Context: an optimization exercise on an open-source flow, tuned for small area and a short achievable clock period. The choices shown serve that exercise and are no tape-out recipe.
RTL that was checked went through simulation tests only; none was proved equivalent to the original.
The RTL of runs 3 and 4 was laid out without a check of its function.

`flow/run.sh`:
```
#!/bin/bash
# Standard ORFS layout (standard.sh) with two changes: every port gets a buf_1 as its port
# buffer instead of the delay buffer that buffer_ports picks by default, and Yosys's synth
# skips its generic ABC pass before full adders are extracted (SYNTH_ARGS=-noabc), so the
# adder cells are found on the design's own XOR/majority structure.
set -euo pipefail
export BUFFER_PORTS_ARGS="-buffer_cell sky130_fd_sc_hd__buf_1"
export SYNTH_ARGS="-noabc"
bash standard.sh > standard_flow.log 2>&1
```
`standard.sh`:
```
#!/bin/bash
# synth_recipe.tcl (not shown) runs the flow's synth.tcl, then flattens the netlist and writes it again
# the make line also repeats each setting of config.mk as NAME=value (left out here)
make -C /OpenROAD-flow-scripts/flow DESIGN_CONFIG=/design/flow/config.mk WORK_HOME=/design/flow/orfs CLKGATE_MAP_FILE= SYNTH_SCRIPT=/design/flow/synth_recipe.tcl "${@:-finish}"
```
`config.mk`:
```
export PLATFORM = sky130hd
export DESIGN_NAME = datapathB_behavioral
export DESIGN_NICKNAME = datapathB_behavioral
export VERILOG_FILES = /design/flow/design.v
export SDC_FILE = /design/flow/constraint.sdc
export NUM_CORES = 4
export LEC_CHECK = 0
export CAP_MARGIN = 20
export CORE_MARGIN = 2
export CORE_UTILIZATION = 40
export CTS_BUF_LIST = sky130_fd_sc_hd__clkbuf_8
export CTS_CLUSTER_SIZE = 40
export SETUP_SLACK_MARGIN = 3.3
export SLEW_MARGIN = 20
```
`constraint.sdc`:
```
create_clock -name core_clock -period 6.0 [get_ports {CLK}]
set_input_delay 1.2000 -clock core_clock [delete_from_list [all_inputs] [get_ports {CLK}]]
set_output_delay 1.2000 -clock core_clock [all_outputs]
set_load 0.01 [all_outputs]
```
`design.v`:
```
module datapathB_behavioral
  #(parameter WLx = 8, parameter WLc = 8)
  ( input signed [WLx-1:0] x,
    input signed [WLc-1:0] a, b, c,
    input CLK,
    output signed [(WLx+WLc+WLc)+1:0] outR
  );
  reg [7:0] x1, c1, c2; reg [8:0] w1;
  reg [11:0] ex2;
  reg [15:0] yA1, yB1, y2;
  reg [6:0] zlo3; reg [15:0] zA3, zB3; reg cyk3, clo3; reg [1:0] wh3; reg [22:0] z4;
  wire [11:0] ex0 = {x[7], ((x[7] & ~x[6] & ~x[5]) | (~x[7] & x[6] & x[5])), (x[6] ^ x[5]), x[5], ((x[5] & ~x[4] & ~x[3]) | (~x[5] & x[4] & x[3])), (x[4] ^ x[3]), x[3], ((x[3] & ~x[2] & ~x[1]) | (~x[3] & x[2] & x[1])), (x[2] ^ x[1]), x[1], (x[1] & ~x[0]), x[0]};
  wire [11:0] ex1 = {x1[7], ((x1[7] & ~x1[6] & ~x1[5]) | (~x1[7] & x1[6] & x1[5])), (x1[6] ^ x1[5]), x1[5], ((x1[5] & ~x1[4] & ~x1[3]) | (~x1[5] & x1[4] & x1[3])), (x1[4] ^ x1[3]), x1[3], ((x1[3] & ~x1[2] & ~x1[1]) | (~x1[3] & x1[2] & x1[1])), (x1[2] ^ x1[1]), x1[1], (x1[1] & ~x1[0]), x1[0]};
  wire n_1;
  wire n_2;
  wire n_3;
  wire n_4;
  wire n_5;
  wire n_6;
  wire n_7;
  wire n_8;
  wire n_9;
  wire n_10;
  wire n_11;
  wire n_12;
  wire n_13;
  wire n_14;
  wire n_15;
  wire n_16;
  wire n_17;
  wire n_18;
  wire n_19;
  wire n_20;
  wire n_21;
  wire n_22;
  wire n_23;
  wire n_24;
  wire n_25;
  wire n_26;
  wire n_27;
  wire n_28;
  wire n_29;
  wire n_30;
  wire n_31;
  wire n_32;
  wire n_33;
  wire n_34;
  wire n_35;
  wire n_36;
  wire n_37;
  wire n_38;
  wire n_39;
  wire n_40;
  wire n_41;
  wire n_42;
  wire n_43;
  wire n_44;
  wire n_45;
  wire n_46;
  wire n_47;
  wire n_48;
  wire n_49;
  wire n_50;
  wire n_51;
  wire n_52;
  wire n_53;
  wire n_54;
  wire n_55;
  wire n_56;
  wire n_57;
  wire n_58;
  wire n_59;
  wire n_60;
  wire n_61;
  wire n_62;
  wire n_63;
  wire n_64;
  wire n_65;
  wire n_66;
  wire n_67;
  wire n_68;
  wire n_69;
  wire n_70;
  wire n_71;
  wire n_72;
  wire n_73;
  wire n_74;
  wire n_75;
  wire n_76;
  wire n_77;
  wire n_78;
  wire n_79;
  wire n_80;
  wire n_81;
  wire n_82;
  wire n_83;
  wire n_84;
  wire n_85;
  wire n_86;
  wire n_87;
  wire n_88;
  wire n_89;
  wire n_90;
  wire n_91;
  wire n_92;
  wire n_93;
  wire n_94;
  wire n_95;
  wire n_96;
  wire n_97;
  wire n_98;
  wire n_99;
  wire n_100;
  wire n_101;
  wire n_102;
  wire n_103;
  wire n_104;
  wire n_105;
  wire n_106;
  wire n_107;
  wire n_108;
  wire n_109;
  wire n_110;
  wire n_111;
  wire n_112;
  wire n_113;
  wire n_114;
  wire n_115;
  wire n_116;
  wire n_117;
  wire n_118;
  wire n_119;
  wire n_120;
  wire n_121;
  wire n_122;
  wire n_123;
  wire n_124;
  wire n_125;
  wire n_126;
  wire n_127;
  wire n_128;
  wire n_129;
  wire n_130;
  wire n_131;
  wire n_132;
  wire n_133;
  wire n_134;
  wire n_135;
  wire n_136;
  wire n_137;
  wire n_138;
  wire n_139;
  wire n_140;
  wire n_141;
  wire n_142;
  wire n_143;
  wire n_144;
  wire n_145;
  wire n_146;
  wire n_147;
  wire n_148;
  wire n_149;
  wire n_150;
  wire n_151;
  wire n_152;
  wire n_153;
  wire n_154;
  wire n_155;
  wire n_156;
  wire n_157;
  wire n_158;
  wire n_159;
  wire n_160;
  wire n_161;
  wire n_162;
  wire n_163;
  wire n_164;
  wire n_165;
  wire n_166;
  wire n_167;
  wire n_168;
  wire n_169;
  wire n_170;
  wire n_171;
  wire n_172;
  wire n_173;
  wire n_174;
  wire n_175;
  wire n_176;
  wire n_177;
  wire n_178;
  wire n_179;
  wire n_180;
  wire n_181;
  wire n_182;
  wire n_183;
  wire n_184;
  wire n_185;
  wire n_186;
  wire n_187;
  wire n_188;
  wire n_189;
  wire n_190;
  wire n_191;
  wire n_192;
  assign n_1 = ((a[0] & ex0[0]) ^ ex0[2]);
  assign n_2 = (((a[1] & ex0[0]) | (a[0] & ex0[1])) ^ ex0[2]);
  assign n_3 = (((a[2] & ex0[0]) | (a[1] & ex0[1])) ^ ex0[2]);
  assign n_4 = (((a[3] & ex0[0]) | (a[2] & ex0[1])) ^ ex0[2]);
  assign n_5 = (((a[4] & ex0[0]) | (a[3] & ex0[1])) ^ ex0[2]);
  assign n_6 = (((a[5] & ex0[0]) | (a[4] & ex0[1])) ^ ex0[2]);
  assign n_7 = (((a[6] & ex0[0]) | (a[5] & ex0[1])) ^ ex0[2]);
  assign n_8 = (((a[7] & ex0[0]) | (a[6] & ex0[1])) ^ ex0[2]);
  assign n_9 = ~((((a[7] & ex0[0]) | (a[7] & ex0[1])) ^ ex0[2]));
  assign n_10 = ((a[0] & ex0[3]) ^ ex0[5]);
  assign n_11 = (((a[1] & ex0[3]) | (a[0] & ex0[4])) ^ ex0[5]);
  assign n_12 = (((a[2] & ex0[3]) | (a[1] & ex0[4])) ^ ex0[5]);
  assign n_13 = (((a[3] & ex0[3]) | (a[2] & ex0[4])) ^ ex0[5]);
  assign n_14 = (((a[4] & ex0[3]) | (a[3] & ex0[4])) ^ ex0[5]);
  assign n_15 = (((a[5] & ex0[3]) | (a[4] & ex0[4])) ^ ex0[5]);
  assign n_16 = (((a[6] & ex0[3]) | (a[5] & ex0[4])) ^ ex0[5]);
  assign n_17 = (((a[7] & ex0[3]) | (a[6] & ex0[4])) ^ ex0[5]);
  assign n_18 = ~((((a[7] & ex0[3]) | (a[7] & ex0[4])) ^ ex0[5]));
  assign n_19 = ((a[0] & ex0[6]) ^ ex0[8]);
  assign n_20 = (((a[1] & ex0[6]) | (a[0] & ex0[7])) ^ ex0[8]);
  assign n_21 = (((a[2] & ex0[6]) | (a[1] & ex0[7])) ^ ex0[8]);
  assign n_22 = (((a[3] & ex0[6]) | (a[2] & ex0[7])) ^ ex0[8]);
  assign n_23 = (((a[4] & ex0[6]) | (a[3] & ex0[7])) ^ ex0[8]);
  assign n_24 = (((a[5] & ex0[6]) | (a[4] & ex0[7])) ^ ex0[8]);
  assign n_25 = (((a[6] & ex0[6]) | (a[5] & ex0[7])) ^ ex0[8]);
  assign n_26 = (((a[7] & ex0[6]) | (a[6] & ex0[7])) ^ ex0[8]);
  assign n_27 = ~((((a[7] & ex0[6]) | (a[7] & ex0[7])) ^ ex0[8]));
  assign n_28 = ((a[0] & ex0[9]) ^ ex0[11]);
  assign n_29 = (((a[1] & ex0[9]) | (a[0] & ex0[10])) ^ ex0[11]);
  assign n_30 = (((a[2] & ex0[9]) | (a[1] & ex0[10])) ^ ex0[11]);
  assign n_31 = (((a[3] & ex0[9]) | (a[2] & ex0[10])) ^ ex0[11]);
  assign n_32 = (((a[4] & ex0[9]) | (a[3] & ex0[10])) ^ ex0[11]);
  assign n_33 = (((a[5] & ex0[9]) | (a[4] & ex0[10])) ^ ex0[11]);
  assign n_34 = (((a[6] & ex0[9]) | (a[5] & ex0[10])) ^ ex0[11]);
  assign n_35 = (((a[7] & ex0[9]) | (a[6] & ex0[10])) ^ ex0[11]);
  assign n_36 = ~((((a[7] & ex0[9]) | (a[7] & ex0[10])) ^ ex0[11]));
  assign n_37 = n_7 ^ n_14;
  assign n_38 = n_7 & n_14;
  assign n_39 = n_8 ^ n_15 ^ n_22;
  assign n_40 = (n_8 & n_15) | (n_8 & n_22) | (n_15 & n_22);
  assign n_41 = n_9 ^ n_16 ^ n_23;
  assign n_42 = (n_9 & n_16) | (n_9 & n_23) | (n_16 & n_23);
  assign n_43 = n_17 ^ n_24;
  assign n_44 = n_17 & n_24;
  assign n_45 = n_18 ^ n_25;
  assign n_46 = n_18 & n_25;
  assign n_47 = n_5 ^ n_12;
  assign n_48 = n_5 & n_12;
  assign n_49 = n_6 ^ n_13 ^ n_20;
  assign n_50 = (n_6 & n_13) | (n_6 & n_20) | (n_13 & n_20);
  assign n_51 = n_21 ^ n_28 ^ n_37;
  assign n_52 = (n_21 & n_28) | (n_21 & n_37) | (n_28 & n_37);
  assign n_53 = n_29 ^ n_39 ^ n_38;
  assign n_54 = (n_29 & n_39) | (n_29 & n_38) | (n_39 & n_38);
  assign n_55 = n_30 ^ n_41 ^ n_40;
  assign n_56 = (n_30 & n_41) | (n_30 & n_40) | (n_41 & n_40);
  assign n_57 = n_31 ^ n_43 ^ n_42;
  assign n_58 = (n_31 & n_43) | (n_31 & n_42) | (n_43 & n_42);
  assign n_59 = n_32 ^ n_45 ^ n_44;
  assign n_60 = (n_32 & n_45) | (n_32 & n_44) | (n_45 & n_44);
  assign n_61 = n_26 ^ n_33 ^ n_46;
  assign n_62 = (n_26 & n_33) | (n_26 & n_46) | (n_33 & n_46);
  assign n_63 = n_27 ^ n_34;
  assign n_64 = n_27 & n_34;
  assign n_65 = ((y2[0] & ex2[0]) ^ ex2[2]);
  assign n_66 = (((y2[1] & ex2[0]) | (y2[0] & ex2[1])) ^ ex2[2]);
  assign n_67 = (((y2[2] & ex2[0]) | (y2[1] & ex2[1])) ^ ex2[2]);
  assign n_68 = (((y2[3] & ex2[0]) | (y2[2] & ex2[1])) ^ ex2[2]);
  assign n_69 = (((y2[4] & ex2[0]) | (y2[3] & ex2[1])) ^ ex2[2]);
  assign n_70 = (((y2[5] & ex2[0]) | (y2[4] & ex2[1])) ^ ex2[2]);
  assign n_71 = (((y2[6] & ex2[0]) | (y2[5] & ex2[1])) ^ ex2[2]);
  assign n_72 = (((y2[7] & ex2[0]) | (y2[6] & ex2[1])) ^ ex2[2]);
  assign n_73 = (((y2[8] & ex2[0]) | (y2[7] & ex2[1])) ^ ex2[2]);
  assign n_74 = (((y2[9] & ex2[0]) | (y2[8] & ex2[1])) ^ ex2[2]);
  assign n_75 = (((y2[10] & ex2[0]) | (y2[9] & ex2[1])) ^ ex2[2]);
  assign n_76 = (((y2[11] & ex2[0]) | (y2[10] & ex2[1])) ^ ex2[2]);
  assign n_77 = (((y2[12] & ex2[0]) | (y2[11] & ex2[1])) ^ ex2[2]);
  assign n_78 = (((y2[13] & ex2[0]) | (y2[12] & ex2[1])) ^ ex2[2]);
  assign n_79 = (((y2[14] & ex2[0]) | (y2[13] & ex2[1])) ^ ex2[2]);
  assign n_80 = (((y2[15] & ex2[0]) | (y2[14] & ex2[1])) ^ ex2[2]);
  assign n_81 = ~((((y2[15] & ex2[0]) | (y2[15] & ex2[1])) ^ ex2[2]));
  assign n_82 = ((y2[0] & ex2[3]) ^ ex2[5]);
  assign n_83 = (((y2[1] & ex2[3]) | (y2[0] & ex2[4])) ^ ex2[5]);
  assign n_84 = (((y2[2] & ex2[3]) | (y2[1] & ex2[4])) ^ ex2[5]);
  assign n_85 = (((y2[3] & ex2[3]) | (y2[2] & ex2[4])) ^ ex2[5]);
  assign n_86 = (((y2[4] & ex2[3]) | (y2[3] & ex2[4])) ^ ex2[5]);
  assign n_87 = (((y2[5] & ex2[3]) | (y2[4] & ex2[4])) ^ ex2[5]);
  assign n_88 = (((y2[6] & ex2[3]) | (y2[5] & ex2[4])) ^ ex2[5]);
  assign n_89 = (((y2[7] & ex2[3]) | (y2[6] & ex2[4])) ^ ex2[5]);
  assign n_90 = (((y2[8] & ex2[3]) | (y2[7] & ex2[4])) ^ ex2[5]);
  assign n_91 = (((y2[9] & ex2[3]) | (y2[8] & ex2[4])) ^ ex2[5]);
  assign n_92 = (((y2[10] & ex2[3]) | (y2[9] & ex2[4])) ^ ex2[5]);
  assign n_93 = (((y2[11] & ex2[3]) | (y2[10] & ex2[4])) ^ ex2[5]);
  assign n_94 = (((y2[12] & ex2[3]) | (y2[11] & ex2[4])) ^ ex2[5]);
  assign n_95 = (((y2[13] & ex2[3]) | (y2[12] & ex2[4])) ^ ex2[5]);
  assign n_96 = (((y2[14] & ex2[3]) | (y2[13] & ex2[4])) ^ ex2[5]);
  assign n_97 = (((y2[15] & ex2[3]) | (y2[14] & ex2[4])) ^ ex2[5]);
  assign n_98 = ~((((y2[15] & ex2[3]) | (y2[15] & ex2[4])) ^ ex2[5]));
  assign n_99 = ((y2[0] & ex2[6]) ^ ex2[8]);
  assign n_100 = (((y2[1] & ex2[6]) | (y2[0] & ex2[7])) ^ ex2[8]);
  assign n_101 = (((y2[2] & ex2[6]) | (y2[1] & ex2[7])) ^ ex2[8]);
  assign n_102 = (((y2[3] & ex2[6]) | (y2[2] & ex2[7])) ^ ex2[8]);
  assign n_103 = (((y2[4] & ex2[6]) | (y2[3] & ex2[7])) ^ ex2[8]);
  assign n_104 = (((y2[5] & ex2[6]) | (y2[4] & ex2[7])) ^ ex2[8]);
  assign n_105 = (((y2[6] & ex2[6]) | (y2[5] & ex2[7])) ^ ex2[8]);
  assign n_106 = (((y2[7] & ex2[6]) | (y2[6] & ex2[7])) ^ ex2[8]);
  assign n_107 = (((y2[8] & ex2[6]) | (y2[7] & ex2[7])) ^ ex2[8]);
  assign n_108 = (((y2[9] & ex2[6]) | (y2[8] & ex2[7])) ^ ex2[8]);
  assign n_109 = (((y2[10] & ex2[6]) | (y2[9] & ex2[7])) ^ ex2[8]);
  assign n_110 = (((y2[11] & ex2[6]) | (y2[10] & ex2[7])) ^ ex2[8]);
  assign n_111 = (((y2[12] & ex2[6]) | (y2[11] & ex2[7])) ^ ex2[8]);
  assign n_112 = (((y2[13] & ex2[6]) | (y2[12] & ex2[7])) ^ ex2[8]);
  assign n_113 = (((y2[14] & ex2[6]) | (y2[13] & ex2[7])) ^ ex2[8]);
  assign n_114 = (((y2[15] & ex2[6]) | (y2[14] & ex2[7])) ^ ex2[8]);
  assign n_115 = ~((((y2[15] & ex2[6]) | (y2[15] & ex2[7])) ^ ex2[8]));
  assign n_116 = ((y2[0] & ex2[9]) ^ ex2[11]);
  assign n_117 = (((y2[1] & ex2[9]) | (y2[0] & ex2[10])) ^ ex2[11]);
  assign n_118 = (((y2[2] & ex2[9]) | (y2[1] & ex2[10])) ^ ex2[11]);
  assign n_119 = (((y2[3] & ex2[9]) | (y2[2] & ex2[10])) ^ ex2[11]);
  assign n_120 = (((y2[4] & ex2[9]) | (y2[3] & ex2[10])) ^ ex2[11]);
  assign n_121 = (((y2[5] & ex2[9]) | (y2[4] & ex2[10])) ^ ex2[11]);
  assign n_122 = (((y2[6] & ex2[9]) | (y2[5] & ex2[10])) ^ ex2[11]);
  assign n_123 = (((y2[7] & ex2[9]) | (y2[6] & ex2[10])) ^ ex2[11]);
  assign n_124 = (((y2[8] & ex2[9]) | (y2[7] & ex2[10])) ^ ex2[11]);
  assign n_125 = (((y2[9] & ex2[9]) | (y2[8] & ex2[10])) ^ ex2[11]);
  assign n_126 = (((y2[10] & ex2[9]) | (y2[9] & ex2[10])) ^ ex2[11]);
  assign n_127 = (((y2[11] & ex2[9]) | (y2[10] & ex2[10])) ^ ex2[11]);
  assign n_128 = (((y2[12] & ex2[9]) | (y2[11] & ex2[10])) ^ ex2[11]);
  assign n_129 = (((y2[13] & ex2[9]) | (y2[12] & ex2[10])) ^ ex2[11]);
  assign n_130 = (((y2[14] & ex2[9]) | (y2[13] & ex2[10])) ^ ex2[11]);
  assign n_131 = (((y2[15] & ex2[9]) | (y2[14] & ex2[10])) ^ ex2[11]);
  assign n_132 = ~((((y2[15] & ex2[9]) | (y2[15] & ex2[10])) ^ ex2[11]));
  assign n_133 = n_71 ^ n_86;
  assign n_134 = n_71 & n_86;
  assign n_135 = n_72 ^ n_87 ^ n_102;
  assign n_136 = (n_72 & n_87) | (n_72 & n_102) | (n_87 & n_102);
  assign n_137 = n_73 ^ n_88 ^ n_103;
  assign n_138 = (n_73 & n_88) | (n_73 & n_103) | (n_88 & n_103);
  assign n_139 = n_74 ^ n_89 ^ n_104;
  assign n_140 = (n_74 & n_89) | (n_74 & n_104) | (n_89 & n_104);
  assign n_141 = n_75 ^ n_90 ^ n_105;
  assign n_142 = (n_75 & n_90) | (n_75 & n_105) | (n_90 & n_105);
  assign n_143 = n_76 ^ n_91 ^ n_106;
  assign n_144 = (n_76 & n_91) | (n_76 & n_106) | (n_91 & n_106);
  assign n_145 = n_77 ^ n_92 ^ n_107;
  assign n_146 = (n_77 & n_92) | (n_77 & n_107) | (n_92 & n_107);
  assign n_147 = n_78 ^ n_93 ^ n_108;
  assign n_148 = (n_78 & n_93) | (n_78 & n_108) | (n_93 & n_108);
  assign n_149 = n_79 ^ n_94 ^ n_109;
  assign n_150 = (n_79 & n_94) | (n_79 & n_109) | (n_94 & n_109);
  assign n_151 = n_80 ^ n_95 ^ n_110;
  assign n_152 = (n_80 & n_95) | (n_80 & n_110) | (n_95 & n_110);
  assign n_153 = n_81 ^ n_96 ^ n_111;
  assign n_154 = (n_81 & n_96) | (n_81 & n_111) | (n_96 & n_111);
  assign n_155 = n_97 ^ n_112;
  assign n_156 = n_97 & n_112;
  assign n_157 = n_98 ^ n_113;
  assign n_158 = n_98 & n_113;
  assign n_159 = n_69 ^ n_84;
  assign n_160 = n_69 & n_84;
  assign n_161 = n_70 ^ n_85 ^ n_100;
  assign n_162 = (n_70 & n_85) | (n_70 & n_100) | (n_85 & n_100);
  assign n_163 = n_101 ^ n_116 ^ n_133;
  assign n_164 = (n_101 & n_116) | (n_101 & n_133) | (n_116 & n_133);
  assign n_165 = n_117 ^ n_135 ^ n_134;
  assign n_166 = (n_117 & n_135) | (n_117 & n_134) | (n_135 & n_134);
  assign n_167 = n_118 ^ n_137 ^ n_136;
  assign n_168 = (n_118 & n_137) | (n_118 & n_136) | (n_137 & n_136);
  assign n_169 = n_119 ^ n_139 ^ n_138;
  assign n_170 = (n_119 & n_139) | (n_119 & n_138) | (n_139 & n_138);
  assign n_171 = n_120 ^ n_141 ^ n_140;
  assign n_172 = (n_120 & n_141) | (n_120 & n_140) | (n_141 & n_140);
  assign n_173 = n_121 ^ n_143 ^ n_142;
  assign n_174 = (n_121 & n_143) | (n_121 & n_142) | (n_143 & n_142);
  assign n_175 = n_122 ^ n_145 ^ n_144;
  assign n_176 = (n_122 & n_145) | (n_122 & n_144) | (n_145 & n_144);
  assign n_177 = n_123 ^ n_147 ^ n_146;
  assign n_178 = (n_123 & n_147) | (n_123 & n_146) | (n_147 & n_146);
  assign n_179 = n_124 ^ n_149 ^ n_148;
  assign n_180 = (n_124 & n_149) | (n_124 & n_148) | (n_149 & n_148);
  assign n_181 = n_125 ^ n_151 ^ n_150;
  assign n_182 = (n_125 & n_151) | (n_125 & n_150) | (n_151 & n_150);
  assign n_183 = n_126 ^ n_153 ^ n_152;
  assign n_184 = (n_126 & n_153) | (n_126 & n_152) | (n_153 & n_152);
  assign n_185 = n_127 ^ n_155 ^ n_154;
  assign n_186 = (n_127 & n_155) | (n_127 & n_154) | (n_155 & n_154);
  assign n_187 = n_128 ^ n_157 ^ n_156;
  assign n_188 = (n_128 & n_157) | (n_128 & n_156) | (n_157 & n_156);
  assign n_189 = n_114 ^ n_129 ^ n_158;
  assign n_190 = (n_114 & n_129) | (n_114 & n_158) | (n_129 & n_158);
  assign n_191 = n_115 ^ n_130;
  assign n_192 = n_115 & n_130;
  wire [15:0] yA = {1'b0, n_36, n_35, n_63, n_61, n_59, n_57, n_55, n_53, n_51, n_49, n_19, n_4, n_3, n_2, n_1};
  wire [15:0] yB = {1'b0, 1'b0, n_64, n_62, n_60, n_58, n_56, n_54, n_52, n_50, n_48, n_47, n_11, n_10, 1'b0, 1'b0};
  wire [22:0] zA = {n_132, n_131, n_191, n_189, n_187, n_185, n_183, n_181, n_179, n_177, n_175, n_173, n_171, n_169, n_167, n_165, n_163, n_161, n_99, n_68, n_67, n_66, n_65};
  wire [22:0] zB = {1'b0, n_192, n_190, n_188, n_186, n_184, n_182, n_180, n_178, n_176, n_174, n_172, n_170, n_168, n_166, n_164, n_162, n_160, n_159, n_83, n_82, 1'b0, 1'b0};
  wire [8:0] w0 = {b[7], b} + {2'b00, {ex0[11], 1'b0, ex0[8], 1'b0, ex0[5], 1'b0, ex0[2]}};
  wire [8:0] w2 = {c2[7], c2} + {2'b00, {ex2[11], 1'b0, ex2[8], 1'b0, ex2[5], 1'b0, ex2[2]}};
  wire [15:0] W1 = {{7{w1[8]}}, w1} + 16'd43776;
  wire [15:0] s1s = yA1 ^ yB1 ^ W1;
  wire [15:0] s1c = (yA1 & yB1) | (yA1 & W1) | (yB1 & W1);
  wire [6:0] Wl = w2[6:0];
  wire [6:0] ls = zA[6:0] ^ zB[6:0] ^ Wl;
  wire [6:0] lc = (zA[6:0] & zB[6:0]) | (zA[6:0] & Wl) | (zB[6:0] & Wl);
  wire [7:0] lo = ls + {lc[5:0], 1'b0};
  wire [22:0] W2f = {{14{wh3[1]}}, wh3, 7'd0} + 23'd2818048;
  wire [15:0] Wh = W2f[22:7];
  wire [15:0] hs = zA3 ^ zB3 ^ Wh;
  wire [15:0] hc = (zA3 & zB3) | (zA3 & Wh) | (zB3 & Wh);
  wire [16:0] hsum = {hs, 1'b1} + {hc[14:0], cyk3, clo3};
  always @(posedge CLK) begin
    x1 <= x; w1 <= w0; c1 <= c; yA1 <= yA; yB1 <= yB;
    ex2 <= ex1; c2 <= c1; y2 <= s1s + {s1c[14:0], 1'b0};
    zlo3 <= lo[6:0]; clo3 <= lo[7]; cyk3 <= lc[6]; wh3 <= w2[8:7]; zA3 <= zA[22:7]; zB3 <= zB[22:7];
    z4 <= {hsum[16:1], zlo3};
  end
  assign outR = {{3{z4[22]}}, z4};
endmodule
```
==> results of run 1 <==
[Yosys cell counts (17+ instances only)]
| cell type | instances |
|---|---|
| fa_1 | 65 |
| clkbuf_1 | 52 |
| maj3_1 | 21 |
| nand3_1 | 20 |
| inv_1 | 21 |
| ha_1 | 63 |
| o22ai_1 | 18 |
| a22oi_1 | 60 |
| xnor2_1 | 90 |
| a21oi_1 | 70 |
| xor2_1 | 29 |
| dfxtp_1 | 153 |
| nor2b_1 | 24 |
| nand2_1 | 48 |
| o21ai_0 | 28 |
| o31ai_1 | 17 |
| nor2_1 | 19 |
[repair_timing]
action                                  4_1_cts  5_1_grt
gates cloned                                  0        1
resized for setup                            43       44
endpoints found under the setup margin       24       13
pin swaps                                     6        8
buffers inserted                              2        4
[cell type report]
type	instances	area, um2
fill	2150	12200
multi-input combinational	669	5920
sequential	153	3100
timing repair buffer	72	438
tap	285	357
clock buffer	18	248
clock inverter	14	193
inverter	24	92.6
[per-stage QoR]
step	cell area, um2	utilization, %	worst slack, ns	cells
global placement	9550	42.3	2.24	1196
CTS	10100	44.8	3.23	1230
global route	10300	45.8	3.26	1235
floorplan	9380	-	3.11	923
finish	10300	45.8	3.32	1235
detailed placement	9550	42.3	2.16	1196
[final timing paths]
path	slack, ns	cells past startpoint	from	endpoint
max	3.32	7	x[5]	yA1[7]
min	0.33	0	zlo3[1]	z4[1]
max reg2reg	3.39	9	ex2[2]	clo3
min reg2reg	0.33	0	zlo3[1]	z4[1]
[routing by layer]
metal,share of wire (%),vias to the layer above
li1,-,3244
met1,47,3030
met2,47,126
met3,3.6,20
met4,1.5,0
met5,0,-
[registers in the layout, indices dropped and copies added, names as in the netlist]
name,count
x1,8
zB3,15
cyk3,1
zA3,16
w1,9
clo3,1
c1,8
yA1,15
ex2,12
z4,23
yB1,12
zlo3,7
wh3,2
y2,16
c2,8
[worst register-to-register path: stages (launching register included)]
cell and delay, ns:
dfxtp_1 0.33, buf_12 0.13, buf_12 0.15, xnor2_2 0.15
ha_1 0.31, fa_1 0.51, fa_1 0.42, ha_1 0.33
o21ai_1 0.10, nand2b_1 0.07
[kinds of logic (layout without fill, tap and decap cells)]
logic type,Yosys count,after routing,synth area share [%]
compound gates,250,250,17.9
xor+xnor,119,119,11.3
fa+ha+maj,149,149,25.0
buf+inv,101,128,4.44
flops,153,153,33.3
mux,2,2,0.218
other cells,1,6,0.0408
simple gates,143,143,7.67
==> flow_metrics.tcl, run 1 <==
set metrics [dict create \
    core_mm2 0.0226 \
    crit_fanout 51 \
    ys_types 48 \
    vias 6420 \
    maxCapViolCount 0 \
    drt_iter0_drc 348 \
    fin_crit_ns 2.68 \
    yosys_warnings 1 \
    die_w_um 156 \
    antenna_found_initial 0 \
    grt_overflow 0 \
    drive_above_1_share_pct 11.8 \
    wl_um 17600 \
    grt_start_max_net_pins 52 \
    vias_per_cell 5.20 \
    insertedDiodeCount 0 \
    syn_to_final_growth_pct 12.6 \
    yosysTopAreaCell "dfxtp_1" \
    fin_crit_sh_pct 44.7 \
    hold_slack_ns 0.328 \
    yosysSeqAreaShare_pct 33.3 \
    crit_family "adder cells" \
    initial_core_util_pct 40.7 \
    fin_setup_tns_ns 0 \
    crit_required_ns 6.33 \
    cts_buffer_depth 2 \
    routedWlPerCell_um 14.2 \
    startpoint_type "input pin" \
    synthFlopType "dfxtp_1" \
    outcome "no timing/DRC/antenna violations" \
    die_h_um 156 \
    relSlewSlack_pct 50.7 \
    drtAntennaViolNets 0 \
    synth-seq-cells 153 \
    grt_pass1_vias 6140 \
    synth_edf_count 0 \
    cp_common_cell "fa_1" \
    worstPathBufferInverterCount 1 \
    drc 0 \
    finalClockSkew_ns 0.0173 \
    cpPeakStageDelay_ns 0.54 \
    synth_cells 918 \
    pin_count 59 \
    synth_top_area_share_pct 33.3 \
    crit_chain "buf_8, and2_4, a21oi_1, o22ai_1, a21oi_2, fa_1, fa_1" \
    maxClockFrequency_ghz 0.373 \
    grt_use_met2_pct 24.7 \
    cpMaxStageDelayCell "fa_1" \
    root_buffer "clkbuf_8" \
    crit_type "in -> reg" \
    hp-class "reg -> reg" \
    finalNetCount 1098 \
    grt_busiest_layer "met2" \
    cts_buffers 17 \
    synth_area_leaders "dfxtp_1 (33%), fa_1 (14%), ha_1 (8.6%), xnor2_1 (8.6%), a22oi_1 (4.9%)" \
    rsz0062_at_grt "yes" \
    setup_viol 0 \
    num_rows 55 \
    dp_hpwl_um 12800 \
    avgSynthCellArea_um2 10.0 \
    port_buffers 58 \
    grt_use_met3_pct 2.78 \
    insertion_delay_ns 0.45 \
    async_flop_share_pct 0 \
    cts_hold_buf 0 \
    syn-cell-area_mm2 0.00919 \
    critPathArrivalTime_ns 3.01 \
    grt_pass1_wl_um 29700 \
    cts.sinks 153 \
    firstDrtPassIters 5 \
    htree_levels 4 \
    gp_congestion 0.813 \
    cp-end-kind "flip-flop" \
    globalRouteTotalUtil_pct 15.0 \
    met1_usage_pct 19.8 \
    layout_commonest_cell "dfxtp_1" \
    slew_viol_final 0 \
    die_area_mm2 0.0242 \
    cts_tree "built" \
    clk_pin_slew_ns 0.08 \
    final_hold_viol_count 0 \
    layout_common_cells "dfxtp_1 (139), xnor2_1 (88), a21oi_1 (64), fa_1 (63)" \
    worstMarginPinSlew_ns 0.740 \
]
==> run 2: changes to the inputs <==
==> flow/run.sh (replaced) <==
#!/bin/bash
# Standard ORFS layout (standard.sh) with two changes: every port gets a buf_2 as its port
# buffer instead of the delay buffer that buffer_ports picks by default, and full adders
# are left to ABC instead of being mapped to fa/ha cells (ADDER_MAP_FILE empty).
set -euo pipefail
export BUFFER_PORTS_ARGS="-buffer_cell sky130_fd_sc_hd__buf_2"
export ADDER_MAP_FILE=
bash standard.sh > standard_flow.log 2>&1
==> run 2 against run 1 <==
  * Via count is 34% higher
  * Highest routed layer unchanged
  * Setup slack got worse by 0.48 ns
  * Still clean
  * Utilization increased by 1.2 points
  * Cell count rose by 31%
  * Critical path depth increased by 7
  * First-iteration DRC count rose by 73%
  * Largest cell class unchanged
==> flow_metrics.tcl, run 2 <==
set metrics [dict create \
    syn_to_final_growth_pct 16.5 \
    syn-cell-area_mm2 0.0104 \
    wl_um 21900 \
    layout_commonest_cell "xnor2_1" \
    ys_types 85 \
    clk_pin_slew_ns 0.09 \
    cts_tree "built" \
    maxClockFrequency_ghz 0.316 \
    vias 8573 \
    avgSynthCellArea_um2 8.40 \
    grt_start_max_net_pins 44 \
    grt_pass1_wl_um 36700 \
    cp-end-kind "flip-flop" \
    final.fill_count 2474 \
    synth-seq-cells 153 \
    min_to "c2[4]" \
    gp_congestion 0.821 \
    outcome "no timing/DRC/antenna violations" \
    maxCapViolCount 0 \
    utilization_pct 47.1 \
    synthTopCellsByCount "xnor2_1 (208), dfxtp_1 (153), nor2_1 (88)" \
    r2r-start "w1[5]" \
    layout_common_cells "xnor2_1 (205), dfxtp_1 (115), nor2_1 (83), nand2_1 (79), a22oi_1 (69)" \
    critPathArrivalTime_ns 3.48 \
    fin_crit_sh_pct 52.7 \
    ff2ff_setup_slack_ns 2.84 \
    crit_fanout 6 \
    synth_area_leaders "dfxtp_1 (29%), xnor2_1 (18%), xor2_1 (5.6%), maj3_1 (5.3%), a22oi_1 (5.1%)" \
    num_rows 59 \
    worstMarginPinSlew_ns 0.609 \
    drtAntennaViolNets 0 \
    synth_cells 1239 \
    hold_path_depth 0 \
    firstDrtPassIters 5 \
    hp-class "reg -> reg" \
    cpPeakStageDelay_ns 0.49 \
    cpMaxStageDelayCell "xnor3_2" \
    largest_register_ffs 23 \
    hp-start "c1[4]" \
    place_area_mm2 0.0109 \
    reg2reg_to "y2[13]" \
    yosysTopAreaCell "dfxtp_1" \
    cp_common_cell "nand3b_1" \
    cts_buffers 17 \
    fin_setup_tns_ns 0 \
    crit_required_ns 6.32 \
    reg_top3 "z4: 23 flops, y2: 16 flops, zA3: 16 flops" \
    worstPathBufferInverterCount 1 \
    crit_chain "xnor3_2, nor2_2, a21oi_2, o311a_4, a21o_1, nand3b_1, buf_4, nand2_2, a31o_2, a22oi_2, o2111ai_2, a211oi_2, nand3b_1, xnor2_1" \
    startpoint_type "flip-flop" \
    final_hold_viol_count 0 \
    crit_type "reg -> reg" \
    yosysMostFrequentCell "xnor2_1" \
    cts.sinks 153 \
    drt_iter0_drc 602 \
    cts_buffer_depth 2 \
    vias_per_cell 5.29 \
    top_register "z4" \
    yosysSeqAreaShare_pct 29.4 \
    dp_hpwl_um 15300 \
    slew_viol_final 0 \
    core_mm2 0.0258 \
    drive_above_1_share_pct 22.4 \
    synthFlopType "dfxtp_1" \
    die_h_um 165 \
    yosys_warnings 1 \
    initial_core_util_pct 40.4 \
    crit_family "compound AO/OA/AOI/OAI gates" \
    die_area_mm2 0.0273 \
    async_flop_share_pct 0 \
    routedWlPerCell_um 13.5 \
    insertion_delay_ns 0.45 \
    insertedDiodeCount 0 \
    root_buffer "clkbuf_8" \
    post-route-cell-area_mm2 0.0121 \
    antenna_found_initial 0 \
    finalNetCount 1307 \
    relSlewSlack_pct 59.2 \
    die_w_um 165 \
    setup_viol 0 \
    grt_overflow 0 \
    rsz0062_at_grt "yes" \
    htree_levels 4 \
    port_buffers 58 \
    synth_top_area_share_pct 29.4 \
    globalRouteTotalUtil_pct 16.2 \
    grt_pass1_vias 7814 \
    fin_crit_ns 3.16 \
    pin_count 59 \
    synth_edf_count 0 \
    drc 0 \
    finalClockSkew_ns 0.0154 \
    r2r.worst_path.cells 14 \
]
==> run 2: cell type report <==
| type | instances | area, um2 | share of cell area, % |
|---|---|---|---|
| flip-flops and latches | 153 | 3160 | 26.1 |
| well taps | 335 | 419 | 3.46 |
| multi-input cells | 964 | 7290 | 60.1 |
| clock inverters | 14 | 113 | 0.929 |
| repair buffers | 114 | 801 | 6.61 |
| inverters | 24 | 95.1 | 0.784 |
| clock buffers | 18 | 248 | 2.04 |
==> run 2: repair_timing <==
item / in CTS / in global routing
buffers inserted: 30 / 22
endpoints found under the hold margin: 0 / 0
cloned: 2 / 0
setup endpoints to repair: 24 / 22
pin swaps: 27 / 32
hold buffers: 0 / 0
resized for setup: 81 / 47
==> run 2: logic make-up (layout without fill, tap and decap cells) <==
family	count (synthesis)	count (layout)	share of synthesized area (%)
simple gates	281	281	12.7
mux	10	10	1.01
fa+ha+maj	59	59	5.73
xor+xnor	277	277	23.7
flops	153	153	29.4
compound gates	337	337	22.6
buf+inv	122	170	4.84
==> run 2: how the worst max path moves through the flow <==
stage	cells past startpoint	end	start	slack [ns]
2_1_floorplan	13	y2[13]	yA1[2]	3.07
3_3_place_gp	13	zlo3[6]	ex2[2]	2.57
3_5_place_dp	13	zlo3[6]	ex2[2]	2.48
4_1_cts	13	y2[13]	yA1[2]	2.80
5_1_grt	14	y2[13]	w1[7]	2.62
6_report	14	y2[13]	w1[5]	2.84
==> run 2: worst register-to-register path, stage by stage, from the launching register on <==
cell and delay, ns:
dfxtp_2 0.35, xnor3_2 0.49, nor2_2 0.13, a21oi_2 0.05
o311a_4 0.43, a21o_1 0.17, nand3b_1 0.22, buf_4 0.17
nand2_2 0.04, a31o_2 0.20, a22oi_2 0.16, o2111ai_2 0.20
a211oi_2 0.21, nand3b_1 0.14, xnor2_1 0.08
==> run 2: metrics by stage <==
step	std cells	hold slack (ns)	setup WS [ns]
after floorplan	1239	0.310	3.07
after global placement	1536	0.312	2.57
after detailed placement	1536	0.312	2.48
after CTS	1600	0.329	2.80
after global routing	1622	0.335	2.62
final	1622	0.324	2.84
==> run 2: layer usage <==
metal	vias up	wire length, um	global-route usage [%]
met2	135	10700	27.5
met5	-	0	0
met3	16	652	3.00
li1	4415	-	-
met1	4007	10300	21.2
met4	0	225	4.19
==> run 3: changes to the inputs <==
==> design.v (replaced) <==
module datapathB_behavioral
			#(parameter WLx = 8, parameter WLc = 8)
			( input signed [WLx-1:0] x,
			  input signed [WLc-1:0] a, b, c,
			  input CLK,
			  output reg signed [(WLx+WLc+WLc)+1:0] outR
			);
			reg signed [(WLx+WLc-1):0] mulR1;
			reg signed [(WLx+WLc):0] addR;
			reg signed [((WLx+WLc+WLc)):0] mulR2;
			reg signed [WLx-1:0] xD1, xD2;
			reg signed [WLc-1:0] bD1, cD1, cD2, cD3;
			always @(posedge CLK) begin
			xD1 <= x;
			xD2 <= xD1;
			bD1 <= b;
			cD1 <= c;
			cD2 <= cD1;
			cD3 <= cD2;
			mulR1 <= a * x;
			addR <= mulR1 + bD1;
			mulR2 <= addR * xD2;
			outR <= mulR2 + cD3;
			end
endmodule
==> run.sh (new file) <==
#!/bin/bash
# synth_recipe.tcl (not shown) runs the flow's synth.tcl, then flattens the netlist and writes it again
# the make line also repeats each setting of config.mk as NAME=value (left out here)
make -C /OpenROAD-flow-scripts/flow DESIGN_CONFIG=/design/flow/config.mk WORK_HOME=/design/flow/orfs CLKGATE_MAP_FILE= SYNTH_SCRIPT=/design/flow/synth_recipe.tcl finish
--- a/config.mk
+++ b/config.mk
@@ -8,7 +8,4 @@
 export CAP_MARGIN = 20
 export CORE_MARGIN = 2
 export CORE_UTILIZATION = 40
-export CTS_BUF_LIST = sky130_fd_sc_hd__clkbuf_8
-export CTS_CLUSTER_SIZE = 40
-export SETUP_SLACK_MARGIN = 3.3
 export SLEW_MARGIN = 20
removed: flow/run.sh
removed: standard.sh
==> run 3 against run 2 <==
  * Sequential share of layout area down 7.2 points
  * Register-to-register slack worse by 1.8 ns
  * Critical endpoint is now mulR1[14]
==> flow_metrics.tcl, run 3 <==
set metrics [dict create \
    outcome "no timing/DRC/antenna violations" \
    async_flop_share_pct 0 \
    drtAntennaViolNets 0 \
    pin_count 59 \
    layout_common_cells "inv_1 (250), fa_1 (166), and2_1 (139), dfxtp_1 (132), ha_1 (117)" \
    vias 8477 \
    rsz0062_at_grt "no" \
    finalClockSkew_ns 0.0102 \
    globalRouteTotalUtil_pct 15.4 \
    drive_above_1_share_pct 4.34 \
    synth_top_area_share_pct 26.9 \
    cts_buffers 17 \
    worstMarginPinSlew_ns 0.646 \
    finalNetCount 1685 \
    synthTopCellsByCount "inv_1 (250), fa_1 (166), and2_1 (139)" \
    synth_area_leaders "fa_1 (27%), dfxtp_1 (21%), ha_1 (12%), inv_1 (7.6%), and2_1 (7.0%)" \
    endpoint "mulR1[14]" \
    reg2reg_to "mulR2[24]" \
    crit_type "in -> reg" \
    grt_use_met2_pct 27.0 \
    root_buffer "clkbuf_16" \
    ff2ff_setup_slack_ns 1.02 \
    setup_viol 0 \
    hold_slack_ns 0.321 \
    r2r.worst_path.cells 13 \
    top_register "outR" \
    gp_congestion 0.818 \
    cts_buffer_depth 2 \
    crit_required_ns 6.34 \
    crit_fanout 7 \
    cts_resized 0 \
    maxClockFrequency_ghz 0.191 \
    syn-cell-area_mm2 0.0124 \
    reg_top3 "outR: 26 flops, mulR2: 25 flops, addR: 17 flops" \
    port_buffers 58 \
    grt_overflow 0 \
    drc 0 \
    critPathArrivalTime_ns 5.58 \
    yosysSeqAreaShare_pct 21.4 \
    syn_to_final_growth_pct 13.4 \
    vias_per_cell 4.77 \
    grt_busiest_layer "met2" \
    relSlewSlack_pct 56.9 \
    fin_crit_sh_pct 87.5 \
    firstDrtPassIters 4 \
    hp-class "reg -> reg" \
    yosys_warnings 1 \
    postCtsSetupRepairBufs 0 \
    synth-seq-cells 132 \
    die_w_um 180 \
    layout_commonest_cell "inv_1" \
    yosysTopAreaCell "fa_1" \
    die_area_mm2 0.0323 \
    largest_register_ffs 26 \
    fin_crit_ns 5.25 \
    insertion_delay_ns 0.43 \
    met1_usage_pct 19.1 \
    synth_cells 1303 \
    ys_types 76 \
    cp-end-kind "flip-flop" \
    dp_hpwl_um 19100 \
    initial_core_util_pct 40.5 \
    clk_pin_slew_ns 0.06 \
    insertedDiodeCount 0 \
    slew_viol_final 0 \
    grt_start_max_net_pins 19 \
    r2r-start "xD2[2]" \
    synth_edf_count 0 \
    grt_pass1_wl_um 40800 \
    antenna_found_initial 0 \
    cts.sinks 132 \
    htree_levels 4 \
    yosysMostFrequentCell "inv_1" \
    cp-startpoint "x[7]" \
    maxCapViolCount 0 \
    synthFlopType "dfxtp_1" \
    final_hold_viol_count 0 \
    die_h_um 180 \
    fin_setup_tns_ns 0 \
    grt_pass1_vias 8828 \
    core_mm2 0.0305 \
    num_rows 64 \
    wl_um 23300 \
    routedWlPerCell_um 13.1 \
    startpoint_type "input pin" \
    cts_tree "built" \
    avgSynthCellArea_um2 9.48 \
    cts_hold_buf 0 \
    drt_iter0_drc 336 \
    grt_use_met3_pct 2.67 \
]
run 3: cell types whose count changed after synthesis, moves of 52 or more:
| cell | before | now |
|---|---|---|
| inv_1 | 23 | 250 |
| a22oi_1 | 71 | 1 |
| ha_1 | 0 | 117 |
| fa_1 | 0 | 166 |
| and2_1 | 16 | 139 |
| clkbuf_1 | 69 | 12 |
| xor2_1 | 66 | 14 |
| maj3_1 | 55 | 0 |
| xnor2_1 | 208 | 48 |
run 3: metrics by stage:
stage | util (%) | setup WS, ns | instance area [um2] | cells
after global routing | 45.9 | 0.498 | 14000 | 1778
after global placement | 43.9 | 0.361 | 13400 | 1746
final | 45.9 | 0.753 | 14000 | 1778
after CTS | 45.9 | 0.787 | 14000 | 1778
after detailed placement | 43.9 | 0.328 | 13400 | 1746
after floorplan | - | 1.06 | 12400 | 1303
run 3: worst min path at each step:
stage            from  endpoint  slack (ns)  cells after the start
5_1_grt        cD1[2]    cD2[2]        0.34                      0
4_1_cts        cD1[0]    cD2[0]        0.33                      0
3_5_place_dp   cD1[5]    cD2[5]        0.31                      0
6_report       cD1[0]    cD2[0]        0.32                      0
2_1_floorplan  cD1[0]    cD2[0]        0.31                      0
3_3_place_gp   cD1[7]    cD2[7]        0.31                      0
run 3: logic make-up (layout without fill, tap and decap cells):
kind of cell | count (synthesis) | count (layout) | share of synthesized area, %
adder cells (fa/ha/maj) | 283 | 283 | 38.8
AND/OR/NAND/NOR | 367 | 367 | 16.2
flip-flops | 132 | 132 | 21.4
XOR/XNOR | 62 | 62 | 4.40
buffers and inverters | 265 | 344 | 8.07
AO/OA/AOI/OAI | 194 | 194 | 11.2
run 3: final cells by class:
class                      count  area, um2
multi-input combinational    906       8710
sequential                   132       2640
clock buffer                  18        439
inverter                     250        938
timing repair buffer          62        611
fill                        2894      16500
clock inverter                14        174
tap                          396        495
run 3: critical path, stage by stage:
cell and delay (ns):
clkdlybuf4s50_1 0.55, inv_1 0.18, nor2_1 0.08, fa_1 0.53
inv_1 0.05, fa_1 0.52, inv_1 0.05, fa_1 0.52
inv_1 0.05, fa_1 0.52, inv_1 0.04, ha_1 0.22
or3_1 0.36, a311oi_1 0.31, nor2_1 0.13, o311ai_1 0.26
run 3: metal layers:
metal / wire length [um] / vias up / part of all wire, %
li1: - / 4304 / -
met1: 11000 / 4044 / 47
met2: 11300 / 105 / 49
met3: 574 / 24 / 2.5
met4: 423 / 0 / 1.8
met5: 0 / - / 0
==> run 4: changes to the inputs <==
==> design.v (replaced) <==
module datapathB_behavioral
			#(parameter WLx = 8, parameter WLc = 8)
			( input signed [WLx-1:0] x,
			  input signed [WLc-1:0] a, b, c,
			  input CLK,
			  output signed [(WLx+WLc+WLc)+1:0] outR
			);
			reg signed [WLx-1:0] x1, x2;
			reg signed [WLc-1:0] a1, b1, c1, c2;
			reg signed [16:0] y2;
			reg signed [22:0] z3, z4;
			always @(posedge CLK) begin
			x1 <= x; a1 <= a; b1 <= b; c1 <= c;
			x2 <= x1; c2 <= c1;
			y2 <= a1 * x1 + b1;
			z3 <= y2 * x2 + c2;
			z4 <= z3;
			end
			assign outR = {{3{z4[22]}}, z4};
endmodule
==> run 4 against run 3 <==
  * Setup slack got worse by 0.089 ns
  * Wire length shrank 27%
  * Clock skew increased by 0.0012 ns
  * Maximum frequency shrank 1.7%
==> flow_metrics.tcl, run 4 <==
set metrics [dict create \
    dp_cells 1299 \
    syn_to_final_growth_pct 12.3 \
    critPathArrivalTime_ns 5.63 \
    synth-seq-cells 111 \
    drc 0 \
    synth_top_area_share_pct 37.8 \
    grt_pass1_wl_um 30900 \
    num_rows 57 \
    cts.sinks 111 \
    insertedDiodeCount 0 \
    rsz0062_at_grt "no" \
    layout_commonest_cell "inv_1" \
    startpoint_type "flip-flop" \
    seq_area_mm2 0.00222 \
    hold_slack_ns 0.328 \
    avgSynthCellArea_um2 10.5 \
    vias_per_cell 4.54 \
    fin_crit_ns 5.34 \
    routedWlPerCell_um 13.0 \
    cts_hold_buf 0 \
    antenna_found_initial 0 \
    cts_tree "built" \
    endpoint "z3[15]" \
    drt-met1-wl_um 8110 \
    slew_viol_final 0 \
    synthTopCellsByCount "inv_1 (190), fa_1 (185), dfxtp_1 (111)" \
    crit_fanout 17 \
    maxCapViolCount 0 \
    insertion_delay_ns 0.36 \
    relSlewSlack_pct 54.2 \
    vias 5975 \
    layout_common_cells "inv_1 (190), fa_1 (185), dfxtp_1 (111), and2_1 (105), ha_1 (87)" \
    worstMarginPinSlew_ns 0.686 \
    setup_viol 0 \
    maxClockFrequency_ghz 0.187 \
    drive_above_1_share_pct 1.72 \
    ff2ff_setup_slack_ns 0.66 \
    drt_iter0_drc 234 \
    finalNetCount 1291 \
    cts_resized 0 \
    ys_types 34 \
    fin_setup_tns_ns 0 \
    hp-class "reg -> reg" \
    crit_required_ns 6.30 \
    synth_edf_count 0 \
    wl_met2_um 8080 \
    clk_pin_slew_ns 0.08 \
    maxUsedRoutingLayer "met4" \
    final.fill_count 2273 \
    cp-startpoint "x2[0]" \
    pin_count 59 \
    final_hold_viol_count 0 \
    cp-end-kind "flip-flop" \
    synthFlopType "dfxtp_1" \
    synth_area_leaders "fa_1 (38%), dfxtp_1 (23%), ha_1 (11%), inv_1 (7.3%), and2_1 (6.7%)" \
    initial_core_util_pct 40.5 \
    wl_met3_um 642 \
    postCtsSetupRepairBufs 0 \
    yosysTopAreaCell "fa_1" \
    fin_cells 1315 \
    fin_crit_sh_pct 88.9 \
    gp_congestion 0.827 \
    die_area_mm2 0.0258 \
    grt_pass1_vias 6467 \
    async_flop_share_pct 0 \
    outcome "no timing/DRC/antenna violations" \
    hp-start "z3[0]" \
    yosysMostFrequentCell "inv_1" \
    root_buffer "clkbuf_16" \
    firstDrtPassIters 4 \
    yosys_warnings 1 \
    r2r-start "x2[0]" \
    yosysSeqAreaShare_pct 22.7 \
    synth_cells 931 \
    globalRouteTotalUtil_pct 14.8 \
    r2r.worst_path.cells 17 \
    syn-cell-area_mm2 0.00980 \
    cts_buffers 9 \
    crit_type "reg -> reg" \
    dp_hpwl_um 14100 \
    wl_um 17000 \
    finalClockSkew_ns 0.0115 \
    die_h_um 161 \
    drtAntennaViolNets 0 \
    grt_overflow 0 \
    reg2reg_to "z3[15]" \
    reg_top3 "z3: 23 flops, z4: 23 flops, y2: 17 flops" \
    port_buffers 58 \
    die_w_um 161 \
    grt_start_max_net_pins 20 \
    core_mm2 0.0242 \
    cts_buffer_depth 2 \
    multiInputGateArea_mm2 0.00680 \
    htree_levels 3 \
]
==> run 4: changes by cell type in the layout (fill, tap and decap cells not counted), sizes merged, moves of 13 or more <==
cell	before	now
a21oi	52	23
ha	117	87
nor2	61	21
and2	139	105
nand3	15	2
fa	166	185
o21ai	41	10
inv	254	193
a21o	23	5
dfxtp	132	111
==> run 4: through the flow <==
| step | utilization (%) | worst slack (ns) | cell area [um2] |
|---|---|---|---|
| 3_5_place_dp | 44.3 | 0.684 | 10700 |
| 3_3_place_gp | 44.3 | 0.790 | 10700 |
| 6_report | 45.5 | 0.663 | 11000 |
| 4_1_cts | 45.5 | 0.668 | 11000 |
| 2_1_floorplan | - | 0.952 | 9800 |
| 5_1_grt | 45.5 | 0.383 | 11000 |
==> run 4: critical path: stages (launching register included) <==
cell and delay, ns:
dfxtp_1 0.66, nand2_1 0.14, fa_1 0.52, inv_1 0.05, fa_1 0.50, inv_1 0.05
fa_1 0.44, fa_1 0.51, inv_1 0.05, fa_1 0.43, ha_1 0.36, a21oi_1 0.17
o22ai_1 0.14, o41a_1 0.40, a21o_1 0.22, a2111o_1 0.42, o211ai_2 0.09, xnor2_1 0.12
==> run 4: area by class of cell <==
cell class	instances	area share [%]
Tap cell	324	3.68
Multi-Input combinational cell	616	61.8
Inverter	190	6.48
Sequential cell	111	20.2
Clock buffer	10	2.08
Timing Repair Buffer	58	5.28
Clock inverter	6	0.500
==> run 4: layer usage <==
layer / vias up / global-route usage [%]
met5: - / 0
met4: 0 / 3.60
met3: 16 / 2.25
met2: 101 / 24.7
met1: 2960 / 20.2
li1: 2898 / -
==> run 4: kinds of logic after synthesis <==
group	count (synthesis)	synth area share, %
and+or+nand+nor	243	12.9
AOI/OAI and AO/OA	58	3.72
buffers and inverters	204	7.93
DFF	111	22.7
xor gates and xnor gates	43	3.84
adders and majority gates	272	48.9
==> run 4: worst min-delay path by stage <==
stage,end,slack (ns),cells after the start
final,z4[0],0.33,0
after global routing,z4[7],0.34,0
after CTS,z4[0],0.33,0
after detailed placement,z4[1],0.31,0
after global placement,z4[6],0.31,0
after floorplan,c2[0],0.31,0

-- static timing again, ports no longer ideal --
The flow's constraints put no driver on any port. The routed layouts listed below were extracted and timed again, unchanged, in two steps.
Step 1 assumes that a clkbuf_16 drives the clock port and a buf_2 every other input.
Step 2 also shifts input and output timing later by t, the mid clock arrival at the registers, as if the neighbouring blocks saw the same clock.
Slacks: ideal / step 1 / step 2; pairs: ideal / step 1.
run	shift t [ns]	setup slack, ns	worst setup path after step 2
run 1	0.477	3.317 / 3.301 / 2.824	input to register
run 2	0.493	2.838 / 2.838 / 2.838	register to register
run 3	0.476	0.753 / 0.779 / 0.303	input to register
run 4	0.397	0.663 / 0.663 / 0.663	register to register
After both steps setup and hold are still met in every run listed. The setup slack of run 1, which loses most, moves by -0.016 ns with the drivers and by -0.493 ns with both steps.
